This design comes from an exercise in tuning for small area on the open sky130 flow, not from production work. Function was checked by simulation only, so behaviour that the tests miss may differ from the original. In runs 6 and 7 the design's own scripts or RTL, not TritonCTS, make the clock network. The clock input has no modelled driver; a real chip could not lean on it and would need a root buffer or a full tree. Power and IR drop assume default switching activity.

**flow/design.v**
```verilog
`timescale 1ns / 1ps
module uart_rx(
    input            clk,
    input            rst_n,
    input            din,
    output reg [7:0] dout,
    output reg       dout_vld
);
reg       rx0, rx1, rx2;
reg [3:0] ph;
reg [3:0] bn;
wire rx_en = rx2 & ~rx1;
wire idle  = bn[3] & ~bn[0];
wire last  = (bn == 4'd7) & (&ph);
always @(posedge clk or negedge rst_n) begin
    if (!rst_n) begin
        rx0 <= 1'b1;
        rx1 <= 1'b1;
        rx2 <= 1'b1;
    end else begin
        rx0 <= din;
        rx1 <= rx0;
        rx2 <= rx1;
    end
end
always @(posedge clk) begin
    if (rx_en && idle)
        ph <= 4'd0;
    else
        ph <= ph + 4'd1;
end
always @(posedge clk or negedge rst_n) begin
    if (!rst_n)
        bn <= 4'd8;
    else if (rx_en && (idle || last))
        bn <= 4'd15;
    else if (!idle && (&ph))
        bn <= bn + 4'd1;
end
always @(posedge clk or negedge rst_n) begin
    if (!rst_n)
        dout_vld <= 1'b0;
    else
        dout_vld <= last;
end
always @(posedge clk) begin
    if (!bn[3] && ph == 4'd7)
        dout[bn[2:0]] <= rx2;
end
endmodule
`timescale 1ns / 1ps
module uart_tx(
    input            clk,
    input            rst_n,
    input      [7:0] din,
    input            din_vld,
    output reg       dout
);
reg [7:0] cnt;
wire idle = cnt[7] & cnt[5];
reg bitv;
always @(*) begin
    case (cnt[7:4])
        4'd0: bitv = 1'b0;
        4'd1: bitv = din[0];
        4'd2: bitv = din[1];
        4'd3: bitv = din[2];
        4'd4: bitv = din[3];
        4'd5: bitv = din[4];
        4'd6: bitv = din[5];
        4'd7: bitv = din[6];
        4'd8: bitv = din[7];
        default: bitv = 1'b1;
    endcase
end
always @(posedge clk or negedge rst_n) begin
    if (!rst_n)
        cnt <= 8'd160;
    else if (!idle)
        cnt <= cnt + 8'd1;
    else if (din_vld)
        cnt <= 8'd0;
end
always @(posedge clk or negedge rst_n) begin
    if (!rst_n)
        dout <= 1'b1;
    else if (cnt[3:0] == 4'd0)
        dout <= bitv;
end
endmodule
`timescale 1ns / 1ps
module uart_top(
    input             clk,
    input             rst_n,
    input             din,
    input             sw8,
    output reg [23:0] pic_out,
    output     [16:0] addr,
    output reg        wr_ram,
    output            tx,
    output reg        pic_done,
    output reg        pic_download,
    output reg [7:0]  rgb_led
);
localparam MONITOR = 3'd0, SEND = 3'd6, STOP = 3'd7;
wire       dout_vld;
wire [7:0] dout;
reg [2:0]  state;
reg [8:0]  addr_r;
reg [15:0] hold;
assign addr = {8'd0, addr_r};
wire [3:0] code = (dout > 8'd57) ? dout[3:0] + 4'd9 : dout[3:0];
wire last_addr = addr_r[8] & addr_r[7] & addr_r[6] & (&addr_r[4:0]);
always @(posedge clk or negedge rst_n) begin
    if (!rst_n) begin
        state    <= MONITOR;
        wr_ram   <= 1'b1;
        pic_out  <= 24'd0;
        addr_r   <= 9'd0;
        pic_done <= 1'b0;
    end else if (state == SEND) begin
        wr_ram   <= 1'b0;
        pic_out  <= {hold, rgb_led};
        pic_done <= last_addr;
        addr_r   <= last_addr ? 9'd0 : addr_r + 9'd1;
        state    <= last_addr ? STOP : MONITOR;
    end else if (state == STOP) begin
        if (sw8)
            state <= MONITOR;
    end else if (dout_vld) begin
        if (state == MONITOR)
            wr_ram <= 1'b1;
        state <= state + 3'd1;
    end
end
always @(posedge clk) begin
    if (dout_vld) begin
        case (state)
            3'd0, 3'd2, 3'd4: hold[3:0] <= code;
            3'd3: hold[15:8] <= rgb_led;
            3'd5: hold[7:0] <= rgb_led;
            default: ;
        endcase
        case (state)
            3'd1, 3'd3, 3'd5: rgb_led <= {hold[3:0], code};
            default: ;
        endcase
    end
end
always @(posedge clk or negedge rst_n) begin
    if (!rst_n)
        pic_download <= 1'b1;
    else
        pic_download <= ~(addr_r[4] | (&addr_r[3:0]));
end
uart_rx uart_rx(
    .clk(clk), .rst_n(rst_n), .din(din),
    .dout(dout), .dout_vld(dout_vld)
);
uart_tx uart_tx(
    .clk(clk), .rst_n(rst_n),
    .din(dout), .din_vld(dout_vld),
    .dout(tx)
);
endmodule
```
**flow/flow/run.sh**
```bash
#!/bin/bash
# ORFS layout of the design with:
#  - the standard synthesis, except that ABC maps all the logic, adders
#    included, with the
#    smallest of several area scripts (abc_override.tcl),
#  - the smallest buffer on the ports,
#  - one tie cell per constant value,
#  - a clock tree without dummy loads.
set -e
FLOWDIR=$(cd "$(dirname "$0")" && pwd)
{ cat "$FLOWDIR/abc_override.tcl"; cat synth_recipe.tcl; } > synth_area.tcl
sed "s#SYNTH_SCRIPT=[^ ]*#SYNTH_SCRIPT=$PWD/synth_area.tcl#" standard.sh > standard_area.sh
grep -q "SYNTH_SCRIPT=$PWD/synth_area.tcl" standard_area.sh
export BUFFER_PORTS_ARGS="-buffer_cell sky130_fd_sc_hd__buf_1"
export SKIP_REPAIR_TIE_FANOUT=1
export ABC_FLOW_DIR="$FLOWDIR"
export CTS_ARGS="-sink_clustering_enable -repair_clock_nets -dont_use_dummy_load"
bash standard_area.sh > standard.log 2>&1
```
**flow/flow/abc_override.tcl**
```tcl
# Sourced before synth_recipe.tcl's body: maps the combinational logic with
# several area-oriented ABC scripts and keeps the smallest result. Only the
# -script argument of ORFS's abc call changes; flip-flops are mapped before
# abc runs, so the registers are those of the standard synthesis.
# Half and full adders are left to ABC too, instead of ORFS's extract_fa
# turning the adders into fixed ha/fa cells first.
proc extract_fa {args} { puts "extract_fa skipped: adders are mapped by ABC" }

set ::abc_flow_dir $::env(ABC_FLOW_DIR)
proc abc {args} {
  set i [lsearch -exact $args -script]
  set lib [lindex $args [expr {[lsearch -exact $args -liberty] + 1}]]
  set scripts [list [lindex $args [expr {$i + 1}]]]
  foreach s [lsort [glob -nocomplain $::abc_flow_dir/area_*.abc]] {
    lappend scripts $s
  }
  yosys design -save pre_abc
  set best_area ""
  set best_script ""
  foreach s $scripts {
    yosys design -load pre_abc
    yosys abc {*}[lreplace $args [expr {$i + 1}] [expr {$i + 1}] $s]
    yosys opt_clean -purge
    set out [yosys tee -q -s result.string stat -liberty $lib]
    regexp {Chip area for module[^:]*:\s*([0-9.]+)} $out -> area
    puts "ABC script $s: area $area"
    if { $best_area eq "" || $area < $best_area } {
      set best_area $area
      set best_script $s
    }
  }
  puts "ABC script chosen: $best_script (area $best_area)"
  yosys design -load pre_abc
  yosys abc {*}[lreplace $args [expr {$i + 1}] [expr {$i + 1}] $best_script]
}
```
**flow/flow/area_1.abc**
```
strash
&get -n
&dch -f
&nf -R 1000
&put
topo
```
**flow/flow/area_2.abc**
```
strash
&get -n
&dc2
&dch -f
&nf -R 2000
&put
topo
```
**flow/flow/area_3.abc**
```
strash
dch
map -a
topo
```
**flow/flow/area_4.abc**
```
strash
dch -f
map -a
strash
dch -f
map -a
strash
dch -f
map -a
topo
```
**flow/standard.sh**
```bash
#!/bin/bash
# synth_recipe.tcl (not shown) runs the flow's synth.tcl, then flattens the netlist and writes it again
# the make line also repeats each setting of config.mk as NAME=value (left out here)
make -C /OpenROAD-flow-scripts/flow DESIGN_CONFIG=/design/flow/config.mk WORK_HOME=/design/flow/orfs CLKGATE_MAP_FILE= SYNTH_SCRIPT=/design/flow/synth_recipe.tcl "${@:-finish}"
```
**flow/config.mk**
```make
export PLATFORM = sky130hd
export DESIGN_NAME = uart_top
export DESIGN_NICKNAME = uart_top
export VERILOG_FILES = /design/flow/design.v
export SDC_FILE = /design/flow/constraint.sdc
export NUM_CORES = 4
export LEC_CHECK = 0
export ABC_AREA = 1
export CAP_MARGIN = 20
export CORE_MARGIN = 2
export CORE_UTILIZATION = 40
export SLEW_MARGIN = 20
```
**flow/constraint.sdc**
```tcl
create_clock -name core_clock -period 10.0 [get_ports {clk}]
set_input_delay 2.0000 -clock core_clock [delete_from_list [all_inputs] [get_ports {clk}]]
set_output_delay 2.0000 -clock core_clock [all_outputs]
set_load 0.01 [all_outputs]
```
==> flow_summary_export.csv, run 1 <==
group,metric,value,unit
logic_synthesis,syn_nets,327,
routing,wl_per_cell,13.6,µm
timing,final_hold_viol_count,0,
die,fp-row-count,35,
routing,drc,0,
timing,fin_tns_setup,0,ns
logic_synthesis,synth_compound_area_share,6.54,%
routing,drtIter0Drc,92,
clock_network,cts.repair.resized,0,
die,die_height,100,µm
setup_path,crit_arrival,1.03,ns
logic_synthesis,synth_simple_gate_area_share,17.8,%
clock_network,postCtsHoldBufs,0,
timing,max_freq,330,MHz
min_path,worstHoldPathType,"reg -> reg",
global_route,grt_first_pass_wirelength,11300,µm
logic_synthesis,synth_top_area_cell,"dfrtp_1",
setup_path,critPathMaxFanout,2,
cells_and_area,final_nets,381,
routing,drt_wl_total,6590,µm
cells_and_area,area_growth,11.4,%
timing,setup_violations,0,
die,core_area,9110,µm²
logic_synthesis,ys_ff_latch,92,
setup_path,cp-end-kind,"output pin",
setup_path,critPathLaunchType,"register",
die,die-area,10000,µm²
logic_synthesis,ys_types,38,
power_and_ir_drop,leakage,1.69,nW
logic_synthesis,synth_edf_count,32,
logic_synthesis,yosys_warnings,3,
logic_synthesis,synthArstFlopShare,60.9,%
timing,drv_slew,0,
timing,finClkSkew,0.0312,ns
logic_synthesis,syn_area,3690,µm²
global_route,grt.total_usage,14.2,%
status,outcome,"timing/DRC/antenna clean",
logic_synthesis,synthTopCellsByArea,"dfrtp_1 32%, edfxtp_1 26%, nand2_1 9.9%",
setup_path,cp_slowest_cell,"dfstp_2",
global_route,grt_pass1_vias,2445,
clock_network,clk_path_buf_depth,2,
logic_synthesis,syn_area_per_cell,11.4,µm²
timing,worst_pin_slew,0.741,ns
clock_network,root_buffer,"clkbuf_8",
global_route,antenna_found_initial,0,
logic_synthesis,synth-xor-area-share,2.37,%
clock_network,cts.htree.levels,3,
timing,timing.hold.ws,0.358,ns
power_and_ir_drop,power_density,193,nW/µm²
logic_synthesis,syn_inst,323,
cells_and_area,final_cells,486,
setup_path,path_class,"reg -> out",
setup_path,max_stage_delay,0.54,ns
die,io-pin-count,57,
logic_synthesis,yosysMostFrequentCell,"nand2_1",
place,portBuffers,48,
cells_and_area,diodes,0,
setup_path,critical_path_required,8.00,ns
setup_path,crit_chain,"buf_1",
logic_synthesis,synthAdderAreaFrac,0,%
clock_network,cts_made_buffers,9,
cells_and_area,drive_gt1_share,6.67,%
clock_network,cts.clk_slew.worst_paths,0.09,ns
routing,ant_nets,0,
timing,setup_ws,6.97,ns
logic_synthesis,synth_flop_cell,"dfrtp_1",
clock_network,insertion_delay,0.35,ns
routing,viasPerCell,5.16,
global_route,grt_max_degree,57,
job,max-cap-violations,0,
global_route,overflow,0,
timing,finalCritPeriodShare,30.3,%
timing,rsz0062_at_grt,"no",
place,dp.cells,477,
logic_synthesis,yosysSeqAreaShare,66.5,%
place,dpl_worst_slack,7.27,ns
die,initial_utilization,40.5,%
clock_network,post_cts_buffers,0,
routing,vias,2510,
timing,min_period,3.03,ns
logic_synthesis,synth_top_family_by_area,"simple AND/OR/NAND/NOR gates",
logic_synthesis,synth_top_area_share,31.9,%
die,die_w,100,µm
clock_network,tritoncts,"built",
logic_synthesis,synth_mux_area_share,4.58,%
routing,drt-pass1-iter-count,4,
setup_path,critPathTopFamily,"flip-flops",
timing,slew_headroom,50.4,%
power_and_ir_drop,vdd_drop_max,0.0648,mV
place,place_congestion,0.824,
logic_synthesis,synth_commonest_cells,"97 x nand2_1, 47 x dfrtp_1, 32 x edfxtp_1",
setup_path,critPathBufInv,1,
clock_network,cts_sinks,92,
place,place_hpwl,4450,µm
==> through the flow <==
stage / utilization [%] / area, µm² / total power [W]
5_1_grt: 45.1 / 4110 / 0.000840
3_5_place_dp: 43.7 / 3980 / 0.000611
6_report: 45.1 / 4110 / 0.000792
3_3_place_gp: 43.7 / 3980 / 0.000605
2_1_floorplan: - / 3690 / 0.000555
4_1_cts: 45.1 / 4110 / 0.000804
==> cell usage in the layout (no fill, tap or decap), types with 3 or more instances in the layout <==
cell type	n
dfxtp_1	4
nand2_1	97
dfstp_2	9
xnor2_1	6
and3_1	5
a31oi_1	5
dfrtp_1	47
clkinv_1	5
edfxtp_1	32
o21ai_0	8
xor2_1	4
buf_4	3
buf_1	47
nand3_1	9
clkbuf_8	9
mux2_1	13
a21oi_1	9
nor3_1	9
nor2_1	23
==> path summary, 6_finish.rpt <==
path                       depth (start not counted)                       from                        end  slack, ns
max                                                1         wr_ram$_DFFE_PN1P_                     wr_ram       6.97
min                                                0      uart_rx.rx0$_DFF_PN1_      uart_rx.rx1$_DFF_PN1_       0.36
max reg2reg                                        5  uart_rx.dout[1]$_DFFE_PP_          hold[2]$_DFFE_PP_       8.04
min reg2reg                                        0      uart_rx.rx0$_DFF_PN1_      uart_rx.rx1$_DFF_PN1_       0.36
max in group asynchronous                          2                      rst_n  uart_rx.bn[2]$_DFFE_PN0P_       7.72
min in group asynchronous                          2                      rst_n      addr_r[4]$_DFFE_PN0P_       1.77
==> metal layers <==
| layer | vias to the layer above | track usage (%) | routed length (µm) |
|---|---|---|---|
| li1 | 1219 | - | - |
| met1 | 1228 | 17.6 | 3000 |
| met2 | 55 | 24.1 | 3250 |
| met3 | 8 | 3.20 | 248 |
| met4 | 0 | 5.69 | 91 |
| met5 | - | 0 | 0 |
==> logic make-up (layout without fill, tap and decap cells) <==
kind of cell    Yosys count  count (layout)
xor+xnor                 10              10
other cells               1               1
flops                    92              92
mux                      14              14
simple gates            156             156
compound gates           37              37
buf+inv                  13              65
==> power breakdown <==
group	internal [W]	total (W)	switching, W
Sequential	0.000439	0.000479	0.0000395
Combinational	0.0000437	0.000123	0.0000793
Clock	0.0000808	0.000190	0.000110
Total	0.000564	0.000792	0.000228
==> layout make-up <==
type / instances / area (µm²)
Clock buffer: 9 / 124
Fill cell: 865 / 5000
Sequential cell: 92 / 2450
Inverter: 5 / 18.8
Multi-Input combinational cell: 218 / 1170
Timing Repair Buffer: 51 / 204
Tap cell: 111 / 139
==> sequential cells by signal, indices dropped and copies added, names as in the netlist, 3 cells and up <==
signal / cells
addr_r: 9
hold: 16
pic_out: 24
rgb_led: 8
state: 3
uart_rx.bn: 4
uart_rx.dout: 8
uart_rx.ph: 4
uart_tx.cnt: 8
==> run 2, diff against run 1 <==
--- a/flow/design.v
+++ b/flow/design.v
@@ -56,11 +56,12 @@
     input            din_vld,
     output reg       dout
 );
-reg [7:0] cnt;
-wire idle = cnt[7] & cnt[5];
+reg [3:0] ph;
+reg [3:0] bn;
+wire idle = bn[3] & bn[1];
 reg bitv;
 always @(*) begin
-    case (cnt[7:4])
+    case (bn)
         4'd0: bitv = 1'b0;
         4'd1: bitv = din[0];
         4'd2: bitv = din[1];
@@ -73,18 +74,25 @@
         default: bitv = 1'b1;
     endcase
 end
+always @(posedge clk) begin
+    if (idle && din_vld)
+        ph <= 4'd0;
+    else
+        ph <= ph + 4'd1;
+end
 always @(posedge clk or negedge rst_n) begin
     if (!rst_n)
-        cnt <= 8'd160;
-    else if (!idle)
-        cnt <= cnt + 8'd1;
-    else if (din_vld)
-        cnt <= 8'd0;
+        bn <= 4'd10;
+    else if (idle) begin
+        if (din_vld)
+            bn <= 4'd0;
+    end else if (&ph)
+        bn <= bn + 4'd1;
 end
 always @(posedge clk or negedge rst_n) begin
     if (!rst_n)
         dout <= 1'b1;
-    else if (cnt[3:0] == 4'd0)
+    else if (ph == 4'd0)
         dout <= bitv;
 end
 endmodule
--- a/flow/flow/run.sh
+++ b/flow/flow/run.sh
@@ -14,5 +14,5 @@
 export BUFFER_PORTS_ARGS="-buffer_cell sky130_fd_sc_hd__buf_1"
 export SKIP_REPAIR_TIE_FANOUT=1
 export ABC_FLOW_DIR="$FLOWDIR"
-export CTS_ARGS="-sink_clustering_enable -repair_clock_nets -dont_use_dummy_load"
+export CTS_ARGS="-sink_clustering_enable -repair_clock_nets -dont_use_dummy_load -buf_list sky130_fd_sc_hd__clkbuf_16 -sink_buffer_max_cap_derate 1.0"
 bash standard_area.sh > standard.log 2>&1
==> run 2 against run 1 <==
Register-to-register slack worse by 0.35 ns. Synthesized cell count is 0.62% higher. Still clean. Critical path depth stayed put. Critical path type unchanged. Core utilization is 2.2 points higher.
==> flow_summary_export.csv, run 2 <==
group,metric,value,unit
status,outcome,"timing/DRC/antenna clean",
setup_path,critPathBufInv,1,
setup_path,crit_arrival,0.99,ns
place,dpl_worst_slack,7.11,ns
power_and_ir_drop,intPower,0.000642,W
logic_synthesis,synth_flop_cell,"dfrtp_1",
global_route,grt_pass1_vias,2223,
timing,min_period,2.99,ns
logic_synthesis,syn_area_per_cell,11.2,µm²
power_and_ir_drop,power.share.sequential,54.5,%
clock_network,postCtsHoldBufs,0,
power_and_ir_drop,p_total,0.000876,W
setup_path,cp-end-kind,"output pin",
setup_path,crit_chain,"buf_1",
place,place_hpwl,4200,µm
global_route,overflow,0,
logic_synthesis,yosysSeqAreaShare,66.6,%
cells_and_area,top_register,"pic_out",
routing,vias,2406,
cells_and_area,final_area,4170,µm²
setup_path,r2r_setup_slack,7.69,ns
die,initial_utilization,41.5,%
logic_synthesis,synthArstFlopShare,56.5,%
routing,viasPerCell,4.95,
power_and_ir_drop,power_density,210,nW/µm²
cells_and_area,diodes,0,
global_route,grt_max_degree,53,
logic_synthesis,syn_nets,329,
timing,worst_pin_slew,0.663,ns
timing,final_hold_viol_count,0,
die,die_w,99.6,µm
global_route,busiest_layer,"met2",
min_path,worstHoldPathType,"reg -> reg",
place,post_dp_cell_area,3940,µm²
clock_network,cts.repair.resized,0,
logic_synthesis,synth_top_area_cell,"dfrtp_1",
setup_path,path_class,"reg -> out",
clock_network,root_buffer,"clkbuf_16",
global_route,grt_use_met1,17.5,%
setup_path,critPathLaunchType,"register",
logic_synthesis,syn_area,3650,µm²
logic_synthesis,synth_edf_count,32,
timing,finalCritPeriodShare,29.9,%
setup_path,timing.rr.start,"state[2]$_DFFE_PN0P_",
timing,drv_slew,0,
timing,setup_violations,0,
logic_synthesis,synth_commonest_cells,"94 x nand2_1, 43 x dfrtp_1, 32 x edfxtp_1",
logic_synthesis,ys_types,35,
clock_network,cts.clk_slew.worst_paths,0.06,ns
clock_network,post_cts_buffers,0,
clock_network,cts_made_buffers,9,
routing,drc,0,
logic_synthesis,ys_ff_latch,92,
min_path,worstHoldStart,"uart_rx.rx0$_DFF_PN1_",
logic_synthesis,yosysMostFrequentCell,"nand2_1",
setup_path,max_stage_delay,0.52,ns
clock_network,cts.htree.levels,3,
logic_synthesis,synth_top_area_share,29.5,%
logic_synthesis,yosys_warnings,3,
timing,rsz0062_at_grt,"no",
cells_and_area,fin_util,47.3,%
cells_and_area,final_nets,384,
global_route,gr-usage-met2,22.4,%
timing,finClkSkew,0.0185,ns
global_route,grt_use_met3,3.09,%
power_and_ir_drop,vdd_drop_max,0.0977,mV
power_and_ir_drop,power.switching,0.000234,W
logic_synthesis,syn_inst,325,
clock_network,cts_sinks,92,
clock_network,clk_path_buf_depth,2,
clock_network,tritoncts,"built",
timing,setup_ws,7.01,ns
place,place_congestion,0.720,
setup_path,cp_slowest_cell,"dfstp_2",
routing,ant_nets,0,
timing,fin_tns_setup,0,ns
power_and_ir_drop,leakage,1.71,nW
power_and_ir_drop,clkPwrFrac,31.7,%
cells_and_area,reg.largest.list,"pic_out (24), hold (16), addr_r (9)",
die,die-area,9910,µm²
routing,drt_wl_total,6310,µm
power_and_ir_drop,swShare,26.7,%
setup_path,critical_path_required,8.00,ns
setup_path,cp-startpoint,"uart_tx.dout$_DFFE_PN1N_",
cells_and_area,largest_reg_flops,24,
global_route,antenna_found_initial,0,
timing,max_freq,335,MHz
setup_path,critPathMaxFanout,2,
place,portBuffers,48,
die,core_area,8810,µm²
power_and_ir_drop,combinationalPowerShare,13.9,%
routing,drtIter0Drc,98,
logic_synthesis,synthTopCellsByArea,"dfrtp_1 29%, edfxtp_1 26%, nand2_1 9.7%",
routing,wl_per_cell,13.0,µm
cells_and_area,area_growth,14.1,%
timing,slew_headroom,55.7,%
die,io-pin-count,57,
clock_network,insertion_delay,0.33,ns
die,die_height,99.6,µm
job,max-cap-violations,0,
global_route,grt.total_usage,13.6,%
cells_and_area,final_common_cell,"nand2_1",
die,fp-row-count,34,
routing,drt-pass1-iter-count,4,
global_route,grt_first_pass_wirelength,10700,µm
cells_and_area,drive_gt1_share,6.35,%
cells_and_area,final_cell_mix,"94 x nand2_1, 47 x buf_1, 43 x dfrtp_1",
setup_path,critPathTopFamily,"flip-flops",
run 2: cell type report:
class                      instances  area (µm²)
multi-input combinational        220        1150
inverter                           5        18.8
sequential                        92        2430
clock buffer                       9         225
fill                             812        4640
tap                              108         135
timing repair buffer              52         209
run 2: cell families after synthesis:
kind of cell | synth area share (%)
simple gates | 17.9
flops | 66.6
compound gates | 6.85
buf+inv | 2.16
mux | 3.70
xor+xnor | 2.64
other cells | 0.103
run 2: path summary, 6_finish.rpt:
| path | endpoint | cells after the start |
|---|---|---|
| max | tx | 1 |
| min | uart_rx.rx1$_DFF_PN1_ | 0 |
| max reg2reg | addr_r[7]$_DFFE_PN0P_ | 7 |
| min reg2reg | uart_rx.rx1$_DFF_PN1_ | 0 |
| max in group asynchronous | addr_r[5]$_DFFE_PN0P_ | 2 |
| min in group asynchronous | pic_out[6]$_DFFE_PN0P_ | 2 |
run 2: layer usage:
metal,up-vias,part of all wire [%],wire length [µm]
met1,1154,48,3030
met4,0,0.98,62
met3,7,2.8,178
met2,33,48,3040
li1,1212,-,-
met5,-,0,0
run 2: power by group through the flow:
stage / logic, W / registers [W] / clock network [W]
floorplan: 0.0000524 / 0.000501 / 0
global placement: 0.000121 / 0.000482 / 0
detailed placement: 0.000123 / 0.000484 / 0
CTS: 0.000124 / 0.000477 / 0.000286
global route: 0.000140 / 0.000484 / 0.000299
finish: 0.000121 / 0.000477 / 0.000278
run 2: stage by stage:
step | std cells | hold slack, ns
after global routing | 486 | 0.361
final | 486 | 0.354
after CTS | 486 | 0.356
after detailed placement | 477 | 0.349
after global placement | 476 | 0.348
after floorplan | 325 | 0.345
==> run 3, diff against run 2 <==
--- a/flow/flow/run.sh
+++ b/flow/flow/run.sh
@@ -14,5 +14,5 @@
 export BUFFER_PORTS_ARGS="-buffer_cell sky130_fd_sc_hd__buf_1"
 export SKIP_REPAIR_TIE_FANOUT=1
 export ABC_FLOW_DIR="$FLOWDIR"
-export CTS_ARGS="-sink_clustering_enable -repair_clock_nets -dont_use_dummy_load -buf_list sky130_fd_sc_hd__clkbuf_16 -sink_buffer_max_cap_derate 1.0"
+export CTS_ARGS="-sink_clustering_enable -repair_clock_nets -dont_use_dummy_load"
 bash standard_area.sh > standard.log 2>&1
==> run 3 against run 2 <==
Worst hold slack improved by 0.0022 ns. Fmax fell by 0.71%. Cell area fell by 2.4%. Critical path depth did not move. First-iteration DRC count rose by 22%. Routed wire length fell by 0.73%. Worst setup slack got worse by 0.021 ns. Non-clock buffer count did not move. Total power fell by 10%. Synthesized cell count did not move. Via count did not move. Synthesized area did not move. Critical endpoint is now wr_ram. Highest routed layer unchanged.
==> flow_summary_export.csv, run 3 <==
group,metric,value,unit
timing,rsz0062_at_grt,"no",
routing,drtIter0Drc,120,
min_path,whs_endpoint,"uart_rx.rx1$_DFF_PN1_",
logic_synthesis,synth_edf_count,32,
logic_synthesis,syn_inst,325,
die,die_height,99.6,µm
cells_and_area,final_cells,486,
job,max-cap-violations,0,
clock_network,cts.repair.resized,0,
logic_synthesis,syn_nets,329,
min_path,worstHoldPathType,"reg -> reg",
logic_synthesis,syn_area,3650,µm²
clock_network,postCtsHoldBufs,0,
cells_and_area,drive_gt1_share,6.35,%
clock_network,post_cts_buffers,0,
clock_network,cts_made_buffers,9,
timing,slew_headroom,55.5,%
place,place_congestion,0.720,
clock_network,clk_path_buf_depth,2,
logic_synthesis,syn_area_per_cell,11.2,µm²
cells_and_area,nFillCells,826,
min_path,hold_path_depth,0,
cells_and_area,multiInputGateArea,1150,µm²
cells_and_area,fin_util,46.2,%
timing,drv_slew,0,
setup_path,critPathLaunchType,"register",
global_route,antenna_found_initial,0,
die,initial_utilization,41.5,%
routing,ant_nets,0,
setup_path,cp-end-kind,"output pin",
setup_path,crit_chain,"buf_1",
power_and_ir_drop,power_density,194,nW/µm²
clock_network,root_buffer,"clkbuf_8",
logic_synthesis,synth_commonest_cells,"94 x nand2_1, 43 x dfrtp_1, 32 x edfxtp_1",
global_route,grt.total_usage,13.4,%
routing,drt_wl_total,6260,µm
die,die_w,99.6,µm
die,core_area,8810,µm²
timing,setup_violations,0,
setup_path,cp_slowest_cell,"dfstp_2",
clock_network,cts_sinks,92,
min_path,worstHoldStart,"uart_rx.rx0$_DFF_PN1_",
cells_and_area,regArea,2430,µm²
timing,fin_tns_setup,0,ns
die,fp-row-count,34,
global_route,grt_pass1_vias,2214,
setup_path,critical_path_required,8.00,ns
logic_synthesis,synth_top_area_cell,"dfrtp_1",
setup_path,critPathBufInv,1,
routing,drc,0,
clock_network,insertion_delay,0.35,ns
die,die-area,9910,µm²
clock_network,cts.clk_slew.worst_paths,0.07,ns
logic_synthesis,synthTopCellsByArea,"dfrtp_1 29%, edfxtp_1 26%, nand2_1 9.7%",
logic_synthesis,synthArstFlopShare,56.5,%
routing,wl_per_cell,12.9,µm
place,place_hpwl,4200,µm
clock_network,tritoncts,"built",
logic_synthesis,yosysMostFrequentCell,"nand2_1",
clock_network,cts.htree.levels,3,
power_and_ir_drop,intPower,0.000564,W
setup_path,r2r_cells,7,
setup_path,critPathMaxFanout,2,
place,dp.cells,477,
place,portBuffers,48,
power_and_ir_drop,power.switching,0.000223,W
power_and_ir_drop,p_total,0.000787,W
power_and_ir_drop,leakage,1.66,nW
cells_and_area,final_common_cell,"nand2_1",
cells_and_area,final_nets,384,
power_and_ir_drop,power.share.sequential,60.5,%
routing,vias,2406,
timing,finalCritPeriodShare,30.1,%
cells_and_area,reg.largest.list,"pic_out (24), hold (16), addr_r (9)",
timing,final_hold_viol_count,0,
cells_and_area,final_cell_mix,"94 x nand2_1, 47 x buf_1, 43 x dfrtp_1",
timing,max_freq,332,MHz
logic_synthesis,synth_flop_cell,"dfrtp_1",
logic_synthesis,yosys_warnings,3,
global_route,overflow,0,
power_and_ir_drop,combinationalPowerShare,15.4,%
logic_synthesis,synth_top_area_share,29.5,%
setup_path,max_stage_delay,0.53,ns
timing,worst_pin_slew,0.666,ns
cells_and_area,area_growth,11.4,%
cells_and_area,top_register,"pic_out",
setup_path,crit_arrival,1.01,ns
timing,min_period,3.01,ns
global_route,grt_first_pass_wirelength,10600,µm
power_and_ir_drop,vdd_drop_max,0.0621,mV
die,io-pin-count,57,
status,outcome,"timing/DRC/antenna clean",
cells_and_area,largest_reg_flops,24,
power_and_ir_drop,swShare,28.4,%
routing,viasPerCell,4.95,
setup_path,path_class,"reg -> out",
logic_synthesis,yosysSeqAreaShare,66.6,%
global_route,grt_max_degree,53,
setup_path,r2r_setup_slack,7.68,ns
setup_path,critPathTopFamily,"flip-flops",
setup_path,timing.rr.start,"state[2]$_DFFE_PN0P_",
logic_synthesis,ys_ff_latch,92,
cells_and_area,diodes,0,
timing,finClkSkew,0.0266,ns
routing,drt-pass1-iter-count,4,
logic_synthesis,ys_types,35,
setup_path,rr_endpoint,"addr_r[7]$_DFFE_PN0P_",
power_and_ir_drop,clkPwrFrac,24.1,%
## run 3: layout make-up
class                   instances  share of cell area, %
multi-input cells             220                   28.2
clock buffers                   9                   3.05
inverters                       5                  0.461
well taps                     108                   3.32
repair buffers                 52                   5.14
flip-flops and latches         92                   59.8
## run 3: stage by stage
step                      setup WS [ns]  hold WS [ns]  instance area (µm²)
after floorplan                    7.36         0.345                 3650
after global placement             7.19         0.348                 3930
after detailed placement           7.11         0.349                 3940
after CTS                          6.96         0.359                 4070
after global routing               6.93         0.363                 4070
final                              6.99         0.356                 4070
## run 3: worst max-delay path by stage
stage	cells after the start	end	slack, ns	start
after floorplan	5	state[1]$_DFFE_PN0P_	7.36	sw8
after global placement	6	state[1]$_DFFE_PN0P_	7.19	sw8
after detailed placement	7	state[2]$_DFFE_PN0P_	7.11	sw8
after CTS	1	tx	6.96	uart_tx.dout$_DFFE_PN1N_
after global routing	1	tx	6.93	uart_tx.dout$_DFFE_PN1N_
final	1	wr_ram	6.99	wr_ram$_DFFE_PN1P_
## run 3: power groups by stage
stage / Combinational, W / Clock, W / Sequential [W]
after global placement: 0.000121 / 0 / 0.000482
final: 0.000121 / 0.000190 / 0.000476
after global routing: 0.000140 / 0.000211 / 0.000484
after detailed placement: 0.000123 / 0 / 0.000484
after CTS: 0.000124 / 0.000198 / 0.000476
after floorplan: 0.0000524 / 0 / 0.000501
## run 3: metal layers
metal | wire length [µm] | track usage, %
met5 | 0 | 0
met4 | 75 | 5.37
met3 | 195 | 2.88
met2 | 3000 | 22.1
met1 | 2990 | 17.4
## run 3: cell families (layout without fill, tap and decap cells)
family / Yosys count / in the layout / share of synthesized area [%]
mux: 12 / 12 / 3.70
flops: 92 / 92 / 66.6
buf+inv: 13 / 66 / 2.16
simple gates: 154 / 154 / 17.9
compound gates: 42 / 42 / 6.85
xor+xnor: 11 / 11 / 2.64
other cells: 1 / 1 / 0.103
==> run 4, diff against run 3 <==
--- a/flow/flow/run.sh
+++ b/flow/flow/run.sh
@@ -14,5 +14,6 @@
 export BUFFER_PORTS_ARGS="-buffer_cell sky130_fd_sc_hd__buf_1"
 export SKIP_REPAIR_TIE_FANOUT=1
 export ABC_FLOW_DIR="$FLOWDIR"
-export CTS_ARGS="-sink_clustering_enable -repair_clock_nets -dont_use_dummy_load"
+export CTS_ARGS="-sink_clustering_enable -repair_clock_nets -dont_use_dummy_load -buf_list sky130_fd_sc_hd__clkbuf_16 -sink_clustering_size 30 -sink_clustering_max_diameter 200"
+export PRE_CTS_TCL="$FLOWDIR/pre_cts.tcl"
 bash standard_area.sh > standard.log 2>&1
==> flow/flow/pre_cts.tcl (new file) <==
set_cts_config -sink_clustering_size 30
==> run 4 against run 3 <==
Still clean. Clock power is 46% higher. Combinational power barely moved. Worst hold slack worse by 0.0022 ns. Core utilization up 1.2 points. Sequential share of layout area is 1.5 points lower. First-iteration DRC count fell by 18%. Sequential power about the same. Critical path type unchanged. Largest power group unchanged.
==> flow_summary_export.csv, run 4 <==
group,metric,value,unit
status,outcome,"timing/DRC/antenna clean",
routing,drtIter0Drc,98,
logic_synthesis,syn_nets,329,
cells_and_area,drive_gt1_share,6.35,%
logic_synthesis,synth_commonest_cells,"94 x nand2_1, 43 x dfrtp_1, 32 x edfxtp_1",
clock_network,cts.repair.resized,0,
logic_synthesis,ys_ff_latch,92,
logic_synthesis,ys_types,35,
logic_synthesis,yosysMostFrequentCell,"nand2_1",
routing,vias,2406,
setup_path,cp_slowest_cell,"dfstp_2",
logic_synthesis,syn_area_per_cell,11.2,µm²
global_route,grt.total_usage,13.6,%
min_path,worstHoldStart,"uart_rx.rx0$_DFF_PN1_",
clock_network,postCtsHoldBufs,0,
die,die-area,9910,µm²
logic_synthesis,synth_top_area_share,29.5,%
setup_path,crit_chain,"buf_1",
global_route,grt_pass1_vias,2223,
place,post_dp_cell_area,3940,µm²
die,initial_utilization,41.5,%
timing,drv_slew,0,
timing,setup_violations,0,
setup_path,crit_arrival,0.99,ns
place,place_hpwl,4200,µm
clock_network,cts.clk_slew.worst_paths,0.06,ns
timing,rsz0062_at_grt,"no",
routing,wl_per_cell,13.0,µm
logic_synthesis,synth_top_area_cell,"dfrtp_1",
cells_and_area,top_register,"pic_out",
logic_synthesis,syn_inst,325,
cells_and_area,final_common_cell,"nand2_1",
clock_network,cts_sinks,92,
logic_synthesis,synth_edf_count,32,
job,max-cap-violations,0,
setup_path,rr_endpoint,"addr_r[7]$_DFFE_PN0P_",
cells_and_area,nFillCells,812,
logic_synthesis,yosys_warnings,3,
place,place_congestion,0.720,
power_and_ir_drop,vdd_drop_max,0.0977,mV
routing,drt_wl_total,6310,µm
setup_path,max_stage_delay,0.52,ns
global_route,overflow,0,
cells_and_area,regArea,2430,µm²
clock_network,insertion_delay,0.33,ns
setup_path,timing.rr.start,"state[2]$_DFFE_PN0P_",
setup_path,critPathLaunchType,"register",
timing,min_period,2.99,ns
die,die_w,99.6,µm
cells_and_area,reg.largest.list,"pic_out (24), hold (16), addr_r (9)",
setup_path,r2r_cells,7,
cells_and_area,largest_reg_flops,24,
global_route,grt_first_pass_wirelength,10700,µm
die,fp-row-count,34,
cells_and_area,final_cell_mix,"94 x nand2_1, 47 x buf_1, 43 x dfrtp_1",
timing,max_freq,335,MHz
die,core_area,8810,µm²
cells_and_area,final_nets,384,
global_route,antenna_found_initial,0,
routing,drc,0,
clock_network,tritoncts,"built",
setup_path,critPathMaxFanout,2,
logic_synthesis,yosysSeqAreaShare,66.6,%
logic_synthesis,synthArstFlopShare,56.5,%
timing,final_hold_viol_count,0,
setup_path,cp-end-kind,"output pin",
global_route,grt_max_degree,53,
min_path,hold_path_depth,0,
min_path,whs_endpoint,"uart_rx.rx1$_DFF_PN1_",
timing,fin_tns_setup,0,ns
cells_and_area,final_area,4170,µm²
logic_synthesis,synthTopCellsByArea,"dfrtp_1 29%, edfxtp_1 26%, nand2_1 9.7%",
cells_and_area,diodes,0,
setup_path,path_class,"reg -> out",
min_path,worstHoldPathType,"reg -> reg",
die,io-pin-count,57,
power_and_ir_drop,power_density,210,nW/µm²
clock_network,cts_made_buffers,9,
cells_and_area,area_growth,14.1,%
routing,viasPerCell,4.95,
logic_synthesis,synth_flop_cell,"dfrtp_1",
timing,slew_headroom,55.7,%
routing,drt-pass1-iter-count,4,
clock_network,post_cts_buffers,0,
place,portBuffers,48,
setup_path,critPathTopFamily,"flip-flops",
routing,ant_nets,0,
setup_path,critical_path_required,8.00,ns
setup_path,critPathBufInv,1,
timing,worst_pin_slew,0.663,ns
timing,finalCritPeriodShare,29.9,%
cells_and_area,multiInputGateArea,1150,µm²
timing,finClkSkew,0.0185,ns
setup_path,r2r_setup_slack,7.69,ns
die,die_height,99.6,µm
power_and_ir_drop,leakage,1.71,nW
logic_synthesis,syn_area,3650,µm²
## run 4: cell counts after synthesis
Identical to the previous run, type by type.
## run 4: routing by layer
metal,track usage (%),part of all wire [%],vias up
met5,0,0,-
met4,5.37,0.98,0
met3,3.09,2.8,7
met2,22.4,48,33
met1,17.5,48,1154
li1,-,-,1212
## run 4: how the worst max path moves through the flow
stage                                  start                   end  slack [ns]  cells after the start
floorplan                                sw8  state[1]$_DFFE_PN0P_        7.36                      5
global placement                         sw8  state[1]$_DFFE_PN0P_        7.19                      6
detailed placement                       sw8  state[2]$_DFFE_PN0P_        7.11                      7
CTS                 uart_tx.dout$_DFFE_PN1N_                    tx        6.99                      1
global route        uart_tx.dout$_DFFE_PN1N_                    tx        6.97                      1
finish              uart_tx.dout$_DFFE_PN1N_                    tx        7.01                      1
## run 4: metrics by stage
stage	instances	total power, W	setup WS (ns)	hold WS (ns)	utilization (%)
6_report	486	0.000876	7.01	0.354	47.3
2_1_floorplan	325	0.000554	7.36	0.345	-
3_3_place_gp	476	0.000603	7.19	0.348	44.7
5_1_grt	486	0.000924	6.97	0.361	47.3
4_1_cts	486	0.000887	6.99	0.356	47.3
3_5_place_dp	477	0.000607	7.11	0.349	44.8
## run 4: kinds of logic (layout without fill, tap and decap cells)
logic type | after synthesis | count (layout) | synth area share, %
simple gates | 154 | 154 | 17.9
other cells | 1 | 1 | 0.103
compound gates | 42 | 42 | 6.85
flops | 92 | 92 | 66.6
mux | 12 | 12 | 3.70
buf+inv | 13 | 66 | 2.16
xor+xnor | 11 | 11 | 2.64
## run 4: final cells by class
| type | instances | share of cell area, % |
|---|---|---|
| inverters | 5 | 0.450 |
| repair buffers | 52 | 5.01 |
| multi-input cells | 220 | 27.5 |
| well taps | 108 | 3.24 |
| flip-flops and latches | 92 | 58.4 |
| clock buffers | 9 | 5.40 |
## run 4: power by group
part	total (W)	switching [W]	internal [W]
clock network	0.000278	0.000119	0.000158
registers	0.000477	0.0000375	0.000440
logic	0.000121	0.0000771	0.0000443
total	0.000876	0.000234	0.000642
==> run 5, diff against run 4 <==
--- a/flow/flow/run.sh
+++ b/flow/flow/run.sh
@@ -14,6 +14,6 @@
 export BUFFER_PORTS_ARGS="-buffer_cell sky130_fd_sc_hd__buf_1"
 export SKIP_REPAIR_TIE_FANOUT=1
 export ABC_FLOW_DIR="$FLOWDIR"
-export CTS_ARGS="-sink_clustering_enable -repair_clock_nets -dont_use_dummy_load -buf_list sky130_fd_sc_hd__clkbuf_16 -sink_clustering_size 30 -sink_clustering_max_diameter 200"
+export CTS_ARGS="-sink_clustering_enable -repair_clock_nets -dont_use_dummy_load -buf_list sky130_fd_sc_hd__clkbuf_16"
 export PRE_CTS_TCL="$FLOWDIR/pre_cts.tcl"
 bash standard_area.sh > standard.log 2>&1
==> flow/flow/pre_cts.tcl (replaced) <==
set_max_fanout 24 [current_design]
==> run 5 against run 4 <==
Still clean on timing, DRC and antenna. Clock skew fell by 0.00090 ns. Non-clock buffer count is 6 higher. Fmax shrank 21%. Critical path type is now in -> async.
==> flow_summary_export.csv, run 5 <==
group,metric,value,unit
setup_path,critPathMaxFanout,16,
global_route,grt_max_degree,53,
cells_and_area,nFillCells,805,
routing,vias,2422,
cells_and_area,fin_util,48.1,%
logic_synthesis,yosysSeqAreaShare,66.6,%
logic_synthesis,synthTopCellsByArea,"dfrtp_1 29%, edfxtp_1 26%, nand2_1 9.7%",
logic_synthesis,ys_types,35,
setup_path,critical_path_required,10.44,ns
clock_network,cts.clk_slew.worst_paths,0.05,ns
routing,drc,0,
die,core_area,8810,µm²
logic_synthesis,synth_flop_cell,"dfrtp_1",
cells_and_area,final_cell_mix,"94 x nand2_1, 47 x buf_1, 43 x dfrtp_1",
logic_synthesis,synthArstFlopShare,56.5,%
logic_synthesis,syn_inst,325,
setup_path,critPathBufInv,5,
setup_path,critPathLaunchType,"primary input",
timing,timing.hold.ws,0.354,ns
clock_network,cts_sinks,92,
timing,rsz0062_at_grt,"no",
die,die_w,99.6,µm
cells_and_area,diodes,0,
min_path,worstHoldPathType,"reg -> reg",
status,outcome,"timing/DRC/antenna clean",
timing,finalCritPeriodShare,37.6,%
cells_and_area,final_common_cell,"nand2_1",
timing,max_freq,266,MHz
power_and_ir_drop,power_density,207,nW/µm²
setup_path,cp_common_cell,"clkdlybuf4s50_1",
die,die_height,99.6,µm
setup_path,max_stage_delay,0.89,ns
timing,final_hold_viol_count,0,
logic_synthesis,syn_area,3650,µm²
setup_path,cp-startpoint,"rst_n",
global_route,overflow,0,
setup_path,crit_arrival,4.20,ns
place,place_hpwl,4200,µm
routing,drt_wl_total,6620,µm
cells_and_area,multiInputGateArea,1150,µm²
power_and_ir_drop,leakage,1.74,nW
logic_synthesis,yosys_warnings,3,
timing,min_period,3.76,ns
global_route,grt_pass1_vias,2223,
clock_network,postCtsHoldBufs,0,
timing,setup_violations,0,
power_and_ir_drop,p_total,0.000879,W
setup_path,path_class,"in -> async",
routing,wl_per_cell,13.4,µm
timing,setup_ws,6.24,ns
global_route,grt.total_usage,13.6,%
timing,finClkSkew,0.0176,ns
setup_path,critPathTopFamily,"buffers and inverters",
min_path,worstHoldStart,"uart_rx.rx0$_DFF_PN1_",
timing,fin_tns_setup,0,ns
setup_path,cp-end-kind,"asynchronous set/reset pin",
timing,drv_slew,0,
setup_path,cp_slowest_cell,"clkdlybuf4s50_1",
routing,viasPerCell,4.92,
cells_and_area,top_register,"pic_out",
clock_network,insertion_delay,0.33,ns
cells_and_area,area_growth,16.1,%
cells_and_area,reg.largest.list,"pic_out (24), hold (16), addr_r (9)",
logic_synthesis,syn_area_per_cell,11.2,µm²
logic_synthesis,synth_top_area_cell,"dfrtp_1",
global_route,grt_first_pass_wirelength,10700,µm
power_and_ir_drop,vdd_drop_max,0.0974,mV
clock_network,post_cts_buffers,0,
logic_synthesis,yosysMostFrequentCell,"nand2_1",
cells_and_area,final_nets,390,
timing,slew_headroom,40.4,%
logic_synthesis,synth_commonest_cells,"94 x nand2_1, 43 x dfrtp_1, 32 x edfxtp_1",
timing,worst_pin_slew,0.892,ns
cells_and_area,regArea,2430,µm²
global_route,antenna_found_initial,0,
logic_synthesis,synth_edf_count,32,
clock_network,cts_made_buffers,9,
die,io-pin-count,57,
setup_path,timing.rr.start,"state[2]$_DFFE_PN0P_",
place,dpl_worst_slack,7.11,ns
job,max-cap-violations,0,
place,place_congestion,0.720,
clock_network,cts.repair.resized,0,
setup_path,crit_chain,"clkbuf_2, buf_4, clkdlybuf4s50_1, clkdlybuf4s50_1, buf_8",
die,die-area,9910,µm²
routing,drt-pass1-iter-count,4,
die,initial_utilization,41.5,%
routing,ant_nets,0,
logic_synthesis,synth_top_area_share,29.5,%
logic_synthesis,syn_nets,329,
place,portBuffers,48,
routing,drtIter0Drc,95,
die,fp-row-count,34,
cells_and_area,largest_reg_flops,24,
clock_network,tritoncts,"built",
logic_synthesis,ys_ff_latch,92,
cells_and_area,drive_gt1_share,6.77,%
==> run 5: changes by cell type in the layout (fill, tap and decap cells not counted) <==
cell	change
buf_8	+2
clkdlybuf4s50_1	+4
==> run 5: layout make-up <==
| cell class | count | area share (%) |
|---|---|---|
| flip-flops and latches | 92 | 57.4 |
| multi-input cells | 220 | 27.1 |
| repair buffers | 58 | 6.58 |
| clock buffers | 9 | 5.31 |
| well taps | 108 | 3.19 |
| inverters | 5 | 0.443 |
==> run 5: cell families (layout without fill, tap and decap cells) <==
group / after synthesis / in the layout / share of synthesized area, %
and+or+nand+nor: 154 / 154 / 17.9
DFF: 92 / 92 / 66.6
xor gates and xnor gates: 11 / 11 / 2.64
muxes: 12 / 12 / 3.70
AOI/OAI and AO/OA: 42 / 42 / 6.85
other: 1 / 1 / 0.103
buffers and inverters: 13 / 72 / 2.16
==> run 5: stage by stage <==
stage / cells / area [µm²]
2_1_floorplan: 325 / 3650
3_3_place_gp: 476 / 3930
3_5_place_dp: 477 / 3940
4_1_cts: 486 / 4170
5_1_grt: 492 / 4240
6_report: 492 / 4240
==> run 5: worst paths after layout <==
kind	to	cells after the start	slack [ns]
hold / removal	uart_rx.rx1$_DFF_PN1_	0	0.35
max in group core_clock	addr_r[7]$_DFFE_PN0P_	8	6.89
min in group asynchronous	uart_tx.bn[2]$_DFFE_PN0P_	2	1.58
hold reg to reg	uart_rx.rx1$_DFF_PN1_	0	0.35
setup / recovery	uart_rx.rx1$_DFF_PN1_	5	6.24
setup reg to reg	addr_r[7]$_DFFE_PN0P_	8	6.89
==> run 5: where the power goes <==
part	switching (W)	internal (W)	leakage (nW)
clock network	0.000118	0.000158	0.111
logic	0.0000787	0.0000468	0.635
registers	0.0000376	0.000439	0.995
total	0.000235	0.000645	1.74
==> run 5: routing by layer <==
metal	GRT usage, %	wire, µm	vias to the layer above
li1	-	-	1224
met2	22.4	3200	38
met4	5.37	62	0
met3	3.09	213	7
met1	17.5	3140	1153
met5	0	0	-
==> run 5: worst reg2reg max path: stages (launching register included) <==
cell and delay [ns]:
dfrtp_1 0.42, nand2_1 0.21, nor2_4 0.25, clkdlybuf4s50_1 1.11, and2_0 0.35, and3_1 0.23, and2_0 0.22, o21ai_0 0.11
a21oi_1 0.14
==> run 6, diff against run 5 <==
--- a/flow/flow/run.sh
+++ b/flow/flow/run.sh
@@ -14,6 +14,8 @@
 export BUFFER_PORTS_ARGS="-buffer_cell sky130_fd_sc_hd__buf_1"
 export SKIP_REPAIR_TIE_FANOUT=1
 export ABC_FLOW_DIR="$FLOWDIR"
-export CTS_ARGS="-sink_clustering_enable -repair_clock_nets -dont_use_dummy_load -buf_list sky130_fd_sc_hd__clkbuf_16"
-export PRE_CTS_TCL="$FLOWDIR/pre_cts.tcl"
+export CTS_ARGS="-sink_clustering_enable -repair_clock_nets -dont_use_dummy_load"
+export POST_CTS_TCL="$FLOWDIR/post_cts.tcl"
+export CLK_GROUPS=4
+export CLK_BUF=sky130_fd_sc_hd__clkbuf_16
 bash standard_area.sh > standard.log 2>&1
==> flow/flow/post_cts.tcl (new file) <==
# Rebuilds the clock tree that CTS made as one level of large clock buffers
# fed straight from the clock port: the flip-flops are split into
# $::env(CLK_GROUPS) compact groups of equal size (so every register's clock
# goes through one buffer of the same kind), each driven by one
# $::env(CLK_BUF) placed at the centre of its group.
set block [ord::get_db_block]
set db [ord::get_db]
set clk_net [[$block findBTerm clk] getNet]

# flip-flop clock pins, and the buffers and nets between them and the port
set sinks {}
set tree_insts {}
set tree_nets {}
set todo [list $clk_net]
while { [llength $todo] > 0 } {
  set net [lindex $todo 0]
  set todo [lrange $todo 1 end]
  foreach it [$net getITerms] {
    if { ![$it isInputSignal] && [[$it getMTerm] getIoType] ne "INPUT" } { continue }
    set inst [$it getInst]
    set mname [[$inst getMaster] getName]
    if { [string match "sky130_fd_sc_hd__clkbuf_*" $mname] || [string match "sky130_fd_sc_hd__buf_*" $mname] || [string match "sky130_fd_sc_hd__clkinv*" $mname] } {
      lappend tree_insts $inst
      set out [[$inst findITerm [expr {[string match "*inv*" $mname] ? "Y" : "X"}]] getNet]
      lappend tree_nets $out
      lappend todo $out
    } else {
      lappend sinks $it
    }
  }
}
puts "clock tree rebuild: [llength $sinks] sinks, removing [llength $tree_insts] buffers"
foreach it $sinks { $it disconnect }
foreach inst $tree_insts { odb::dbInst_destroy $inst }
foreach net $tree_nets { odb::dbNet_destroy $net }

# split the sinks into compact groups of equal size: halves by x, then
# each half by y when four groups are asked for
set pts {}
foreach it $sinks {
  set inst [$it getInst]
  set bb [$inst getBBox]
  lappend pts [list [expr {([$bb xMin] + [$bb xMax]) / 2}] [expr {([$bb yMin] + [$bb yMax]) / 2}] $it]
}
proc split_pts { pts idx k } {
  set pts [lsort -integer -index $idx $pts]
  set n [llength $pts]
  set out {}
  for { set g 0 } { $g < $k } { incr g } {
    lappend out [lrange $pts [expr {$g * $n / $k}] [expr {($g + 1) * $n / $k - 1}]]
  }
  return $out
}
set k $::env(CLK_GROUPS)
if { $k == 4 } {
  set groups {}
  foreach half [split_pts $pts 0 2] {
    lappend groups {*}[split_pts $half 1 2]
  }
} else {
  set groups [split_pts $pts 0 $k]
}
set master [$db findMaster $::env(CLK_BUF)]
set g 0
foreach grp $groups {
  set sx 0
  set sy 0
  foreach p $grp { incr sx [lindex $p 0]; incr sy [lindex $p 1] }
  set cx [expr {$sx / [llength $grp]}]
  set cy [expr {$sy / [llength $grp]}]
  set buf [odb::dbInst_create $block $master "clkbuf_leaf_$g"]
  $buf setLocation $cx $cy
  $buf setPlacementStatus PLACED
  set net [odb::dbNet_create $block "clknet_leaf_$g"]
  $net setSigType CLOCK
  [$buf findITerm A] connect $clk_net
  [$buf findITerm X] connect $net
  foreach p $grp { [lindex $p 2] connect $net }
  puts "clock group $g: [llength $grp] sinks, buffer at $cx $cy"
  incr g
}
detailed_placement
check_placement -verbose
estimate_parasitics -placement
report_clock_skew
removed: flow/flow/pre_cts.tcl
==> run 6 against run 5 <==
Sequential cell count did not move. Critical endpoint is now tx. Routed wire length fell by 5.7%. Sequential power barely moved.
==> flow_summary_export.csv, run 6 <==
group,metric,value,unit
power_and_ir_drop,clkPwrFrac,21.5,%
logic_synthesis,yosysSeqAreaShare,66.6,%
logic_synthesis,synth_top_area_share,29.5,%
setup_path,path_class,"reg -> out",
timing,final_hold_viol_count,0,
setup_path,crit_chain,"buf_1",
logic_synthesis,synth_edf_count,32,
logic_synthesis,synthArstFlopShare,56.5,%
routing,drt-pass1-iter-count,4,
place,place_hpwl,4200,µm
power_and_ir_drop,leakage,1.65,nW
power_and_ir_drop,vdd_drop_max,0.0704,mV
setup_path,cp_slowest_cell,"dfstp_2",
timing,setup_ws,7.17,ns
clock_network,insertion_delay,0.15,ns
logic_synthesis,ys_ff_latch,92,
setup_path,cp-end-kind,"output pin",
setup_path,critPathBufInv,1,
die,fp-row-count,34,
status,outcome,"timing/DRC/antenna clean",
timing,fin_tns_setup,0,ns
routing,drc,0,
clock_network,cts_sinks,92,
logic_synthesis,synth_flop_cell,"dfrtp_1",
logic_synthesis,ys_types,35,
global_route,grt.total_usage,13.3,%
routing,wl_per_cell,13.0,µm
timing,drv_slew,0,
die,io-pin-count,57,
power_and_ir_drop,intPower,0.000556,W
cells_and_area,final_nets,379,
setup_path,rr_endpoint,"addr_r[7]$_DFFE_PN0P_",
timing,rsz0062_at_grt,"no",
place,dpl_worst_slack,7.11,ns
power_and_ir_drop,combinationalPowerShare,16.0,%
logic_synthesis,syn_inst,325,
timing,finClkSkew,0.00637,ns
power_and_ir_drop,power_density,188,nW/µm²
clock_network,cts.clk_slew.worst_paths,0.09,ns
die,core_area,8810,µm²
cells_and_area,nFillCells,827,
logic_synthesis,synth_top_area_cell,"dfrtp_1",
timing,slew_headroom,56.2,%
global_route,overflow,0,
logic_synthesis,syn_area,3650,µm²
place,place_congestion,0.720,
die,initial_utilization,41.5,%
setup_path,critical_path_required,8.00,ns
setup_path,critPathMaxFanout,2,
min_path,worstHoldPathType,"reg -> reg",
routing,viasPerCell,4.94,
place,portBuffers,48,
setup_path,critPathTopFamily,"flip-flops",
global_route,antenna_found_initial,0,
routing,drt_wl_total,6240,µm
logic_synthesis,yosysMostFrequentCell,"nand2_1",
logic_synthesis,syn_nets,329,
setup_path,critPathLaunchType,"register",
die,die-area,9910,µm²
logic_synthesis,synth_commonest_cells,"94 x nand2_1, 43 x dfrtp_1, 32 x edfxtp_1",
global_route,grt_first_pass_wirelength,10600,µm
power_and_ir_drop,power.switching,0.000205,W
min_path,hold_path_depth,0,
min_path,whs_endpoint,"uart_rx.rx1$_DFF_PN1_",
timing,finalCritPeriodShare,28.3,%
setup_path,cp-startpoint,"uart_tx.dout$_DFFE_PN1N_",
cells_and_area,final_area,4040,µm²
cells_and_area,final_cell_mix,"94 x nand2_1, 47 x buf_1, 43 x dfrtp_1",
job,max-cap-violations,0,
logic_synthesis,synthTopCellsByArea,"dfrtp_1 29%, edfxtp_1 26%, nand2_1 9.7%",
cells_and_area,reg.largest.list,"pic_out (24), hold (16), addr_r (9)",
setup_path,r2r_setup_slack,7.70,ns
die,die_w,99.6,µm
routing,drtIter0Drc,83,
power_and_ir_drop,swShare,26.9,%
setup_path,max_stage_delay,0.53,ns
cells_and_area,top_register,"pic_out",
cells_and_area,area_growth,10.7,%
power_and_ir_drop,power.share.sequential,62.6,%
cells_and_area,drive_gt1_share,5.09,%
logic_synthesis,yosys_warnings,3,
global_route,grt_max_degree,53,
cells_and_area,final_common_cell,"nand2_1",
routing,vias,2374,
setup_path,r2r_cells,7,
setup_path,crit_arrival,0.83,ns
min_path,worstHoldStart,"uart_rx.rx0$_DFF_PN1_",
cells_and_area,diodes,0,
routing,ant_nets,0,
timing,min_period,2.83,ns
power_and_ir_drop,p_total,0.000761,W
place,post_dp_cell_area,3940,µm²
timing,max_freq,353,MHz
logic_synthesis,syn_area_per_cell,11.2,µm²
global_route,grt_pass1_vias,2191,
cells_and_area,fin_util,45.9,%
cells_and_area,largest_reg_flops,24,
die,die_height,99.6,µm
timing,setup_violations,0,
setup_path,timing.rr.start,"state[2]$_DFFE_PN0P_",
timing,worst_pin_slew,0.656,ns
[run 6: cell types whose count changed in the layout (fill, tap and decap cells not counted), sizes merged]
cell / change
buf: -2
clkbuf: -5
clkdlybuf4s50: -4
[run 6: cell type report]
type | instances | area (µm²) | area share [%]
Tap cell | 108 | 135 | 3.34
Sequential cell | 92 | 2430 | 60.2
Inverter | 5 | 18.8 | 0.464
Multi-Input combinational cell | 220 | 1150 | 28.4
Buffer | 4 | 100 | 2.48
Timing Repair Buffer | 52 | 209 | 5.17
[run 6: per-stage QoR]
| stage | cells | hold WS (ns) |
|---|---|---|
| after floorplan | 325 | 0.345 |
| after global placement | 476 | 0.348 |
| after detailed placement | 477 | 0.349 |
| after global routing | 481 | 0.369 |
| final | 481 | 0.360 |
[run 6: worst max path at each step]
stage / cells after the start / slack (ns) / endpoint
final: 1 / 7.17 / tx
after global routing: 1 / 7.13 / wr_ram
after detailed placement: 7 / 7.11 / state[2]$_DFFE_PN0P_
after global placement: 6 / 7.19 / state[1]$_DFFE_PN0P_
after floorplan: 5 / 7.36 / state[1]$_DFFE_PN0P_
[run 6: cells by family (layout without fill, tap and decap cells)]
kind of cell,Yosys count,count (layout),share of synthesized area [%]
muxes,12,12,3.70
AOI/OAI and AO/OA,42,42,6.85
DFF,92,92,66.6
xor gates and xnor gates,11,11,2.64
and+or+nand+nor,154,154,17.9
buffers and inverters,13,61,2.16
other,1,1,0.103
[run 6: worst register-to-register path: cells and delay by family, from the launching register on]
kind,cells,cell delay [ns]
simple gates,5,1.56
flops,1,0.43
compound gates,2,0.25
[run 6: power by group through the flow]
stage / logic (W) / clock network [W] / registers, W
final: 0.000121 / 0.000163 / 0.000476
after global routing: 0.000140 / 0.000181 / 0.000484
after detailed placement: 0.000123 / 0 / 0.000484
after global placement: 0.000121 / 0 / 0.000482
after floorplan: 0.0000524 / 0 / 0.000501
[run 6: per-layer routing]
metal / track usage (%) / vias to the layer above / wire length [µm]
met2: 22.7 / 37 / 3050
met3: 3.72 / 5 / 249
li1: - / 1201 / -
met4: 2.63 / 0 / 59
met1: 17.2 / 1131 / 2880
met5: 0 / - / 0
==> run 7, diff against run 6 <==
--- a/flow/flow/run.sh
+++ b/flow/flow/run.sh
@@ -17,5 +17,5 @@
 export CTS_ARGS="-sink_clustering_enable -repair_clock_nets -dont_use_dummy_load"
 export POST_CTS_TCL="$FLOWDIR/post_cts.tcl"
 export CLK_GROUPS=4
-export CLK_BUF=sky130_fd_sc_hd__clkbuf_16
+export CLK_BUF=sky130_fd_sc_hd__buf_12
 bash standard_area.sh > standard.log 2>&1
==> run 7 against run 6 <==
Sequential cell count stayed put. Sequential power is essentially flat. Clock power down 5%. First-iteration DRC count decreased by 2.4%. Global-route usage down 0.14 points. Sequential share of layout area grew 0.30 points. Total power decreased by 1.1%. Worst setup slack better by 0.023 ns. Clock skew is essentially flat. Routed wire length shrank 1.1%. Final cell count unchanged. Core utilization fell by 0.23 points. Critical endpoint is now wr_ram. Largest power group unchanged. Highest routed layer unchanged.
==> flow_summary_export.csv, run 7 <==
group,metric,value,unit
logic_synthesis,synth_flop_cell,"dfrtp_1",
routing,vias,2371,
power_and_ir_drop,power.share.sequential,63.3,%
timing,drv_slew,0,
setup_path,cp_slowest_cell,"dfstp_2",
setup_path,cp-startpoint,"wr_ram$_DFFE_PN1P_",
place,place_congestion,0.720,
place,post_dp_cell_area,3940,µm²
cells_and_area,final_nets,379,
global_route,grt_max_degree,53,
logic_synthesis,yosysMostFrequentCell,"nand2_1",
power_and_ir_drop,leakage,1.64,nW
global_route,grt_first_pass_wirelength,10500,µm
place,portBuffers,48,
timing,min_period,2.81,ns
routing,drc,0,
clock_network,cts.clk_slew.worst_paths,0.09,ns
logic_synthesis,syn_area_per_cell,11.2,µm²
cells_and_area,final_common_cell,"nand2_1",
global_route,grt.total_usage,13.2,%
die,initial_utilization,41.5,%
routing,drt_wl_total,6170,µm
logic_synthesis,synth_top_area_cell,"dfrtp_1",
status,outcome,"timing/DRC/antenna clean",
logic_synthesis,yosysSeqAreaShare,66.6,%
routing,ant_nets,0,
power_and_ir_drop,vdd_drop_max,0.0695,mV
logic_synthesis,synthArstFlopShare,56.5,%
die,core_area,8810,µm²
timing,rsz0062_at_grt,"no",
global_route,overflow,0,
timing,max_freq,356,MHz
routing,viasPerCell,4.93,
power_and_ir_drop,clkPwrFrac,20.6,%
cells_and_area,top_register,"pic_out",
routing,wl_per_cell,12.8,µm
setup_path,crit_chain,"buf_1",
cells_and_area,final_cell_mix,"94 x nand2_1, 47 x buf_1, 43 x dfrtp_1",
logic_synthesis,synthTopCellsByArea,"dfrtp_1 29%, edfxtp_1 26%, nand2_1 9.7%",
setup_path,critPathBufInv,1,
timing,finalCritPeriodShare,28.1,%
timing,slew_headroom,56.3,%
power_and_ir_drop,power.switching,0.000204,W
power_and_ir_drop,combinationalPowerShare,16.1,%
setup_path,timing.rr.start,"state[2]$_DFFE_PN0P_",
cells_and_area,drive_gt1_share,5.09,%
logic_synthesis,ys_types,35,
routing,drtIter0Drc,81,
die,io-pin-count,57,
place,place_hpwl,4200,µm
setup_path,critPathMaxFanout,2,
logic_synthesis,synth_edf_count,32,
job,max-cap-violations,0,
timing,timing.hold.ws,0.362,ns
timing,final_hold_viol_count,0,
cells_and_area,final_area,4020,µm²
place,dpl_worst_slack,7.11,ns
setup_path,cp-end-kind,"output pin",
min_path,worstHoldStart,"uart_rx.rx0$_DFF_PN1_",
logic_synthesis,synth_commonest_cells,"94 x nand2_1, 43 x dfrtp_1, 32 x edfxtp_1",
cells_and_area,diodes,0,
cells_and_area,reg.largest.list,"pic_out (24), hold (16), addr_r (9)",
power_and_ir_drop,power_density,187,nW/µm²
timing,worst_pin_slew,0.654,ns
timing,finClkSkew,0.00622,ns
die,fp-row-count,34,
cells_and_area,nFillCells,830,
logic_synthesis,yosys_warnings,3,
setup_path,max_stage_delay,0.54,ns
die,die_w,99.6,µm
setup_path,critical_path_required,8.00,ns
setup_path,path_class,"reg -> out",
logic_synthesis,syn_area,3650,µm²
routing,drt-pass1-iter-count,4,
clock_network,cts_sinks,92,
logic_synthesis,synth_top_area_share,29.5,%
global_route,antenna_found_initial,0,
logic_synthesis,ys_ff_latch,92,
setup_path,critPathLaunchType,"register",
timing,setup_ws,7.19,ns
logic_synthesis,syn_inst,325,
global_route,grt_pass1_vias,2183,
power_and_ir_drop,swShare,27.1,%
min_path,worstHoldPathType,"reg -> reg",
die,die-area,9910,µm²
timing,setup_violations,0,
cells_and_area,largest_reg_flops,24,
timing,fin_tns_setup,0,ns
die,die_height,99.6,µm
logic_synthesis,syn_nets,329,
clock_network,insertion_delay,0.13,ns
setup_path,crit_arrival,0.81,ns
setup_path,critPathTopFamily,"flip-flops",
cells_and_area,area_growth,10.2,%
power_and_ir_drop,intPower,0.000548,W
run 7: cell type report:
type	count	area, µm²	share of cell area (%)
Sequential cell	92	2430	60.5
Multi-Input combinational cell	220	1150	28.5
Timing Repair Buffer	52	209	5.19
Tap cell	108	135	3.36
Buffer	4	80.1	1.99
Inverter	5	18.8	0.466
run 7: path summary, 6_finish.rpt:
check	slack [ns]	cells past startpoint	to
worst max-delay path	7.19	1	wr_ram
worst min-delay path	0.36	0	uart_rx.rx1$_DFF_PN1_
worst max register to register	7.69	7	addr_r[7]$_DFFE_PN0P_
worst min register to register	0.36	0	uart_rx.rx1$_DFF_PN1_
max in group asynchronous	7.58	2	pic_out[1]$_DFFE_PN0P_
min in group asynchronous	1.97	2	pic_out[7]$_DFFE_PN0P_
run 7: power by group through the flow:
stage | clock (W) | sequential [W] | combinational [W]
floorplan | 0 | 0.000501 | 0.0000524
global placement | 0 | 0.000482 | 0.000121
detailed placement | 0 | 0.000484 | 0.000123
global route | 0.000172 | 0.000484 | 0.000140
finish | 0.000155 | 0.000476 | 0.000121
run 7: metal layers:
metal | global-route usage [%] | wire length (µm) | vias to the layer above
li1 | - | - | 1202
met1 | 17.2 | 2910 | 1122
met2 | 22.2 | 2970 | 45
met3 | 3.72 | 255 | 2
met4 | 2.63 | 37 | 0
met5 | 0 | 0 | -
run 7: metrics by stage:
stage	util (%)	std cells	power [W]
3_3_place_gp	44.7	476	0.000603
5_1_grt	45.7	481	0.000795
3_5_place_dp	44.8	477	0.000607
6_report	45.7	481	0.000752
2_1_floorplan	-	325	0.000554
run 7: cells by family (layout without fill, tap and decap cells):
family | Yosys count | after routing | share of synthesized area (%)
simple gates | 154 | 154 | 17.9
flops | 92 | 92 | 66.6
compound gates | 42 | 42 | 6.85
buf+inv | 13 | 61 | 2.16
mux | 12 | 12 | 3.70
xor+xnor | 11 | 11 | 2.64
other cells | 1 | 1 | 0.103
run 7: worst register-to-register path: stages (launching register included):
cell	delay, ns
dfrtp_1	0.44
nand2_1	0.21
nor2_4	0.56
and2_0	0.34
and3_1	0.23
and2_0	0.22
o21ai_0	0.11
a21oi_1	0.14

separate check: timing with driven ports:
How much do the figures lean on ideal ports? The routed layouts below were timed once more, with nothing changed but the port constraints.
Step 1, drivers: a clkbuf_16 drives clk and a buf_2 each remaining input, both assumed.
Step 2 moves the port delays by t, midway between the first and last clock arrival at a register: inputs arrive t later, outputs are due t later. That takes back most of the time a late clock gives input paths.
Three values: ideal, step 1, step 2; two values: the first two.
run	t, ns	slack for setup (ns)	worst setup path after step 2
run 1	0.369	6.969 / 6.939 / 7.286	input to register
run 2	0.353	7.011 / 6.976 / 7.092	input to register
run 3	0.363	6.989 / 6.963 / 7.093	input to register
run 4	0.353	7.011 / 6.976 / 7.092	input to register
run 5	0.353	6.238 / 6.248 / 5.895	input, reset recovery
run 6	0.230	7.168 / 7.089 / 7.096	input to register
run 7	0.208	7.191 / 7.109 / 7.099	input to register
After both steps setup and hold are still met in every run listed. The setup slack of run 5, which loses most, moves by +0.010 ns with the drivers and by -0.343 ns with both steps. Setup slack includes reset recovery checks.
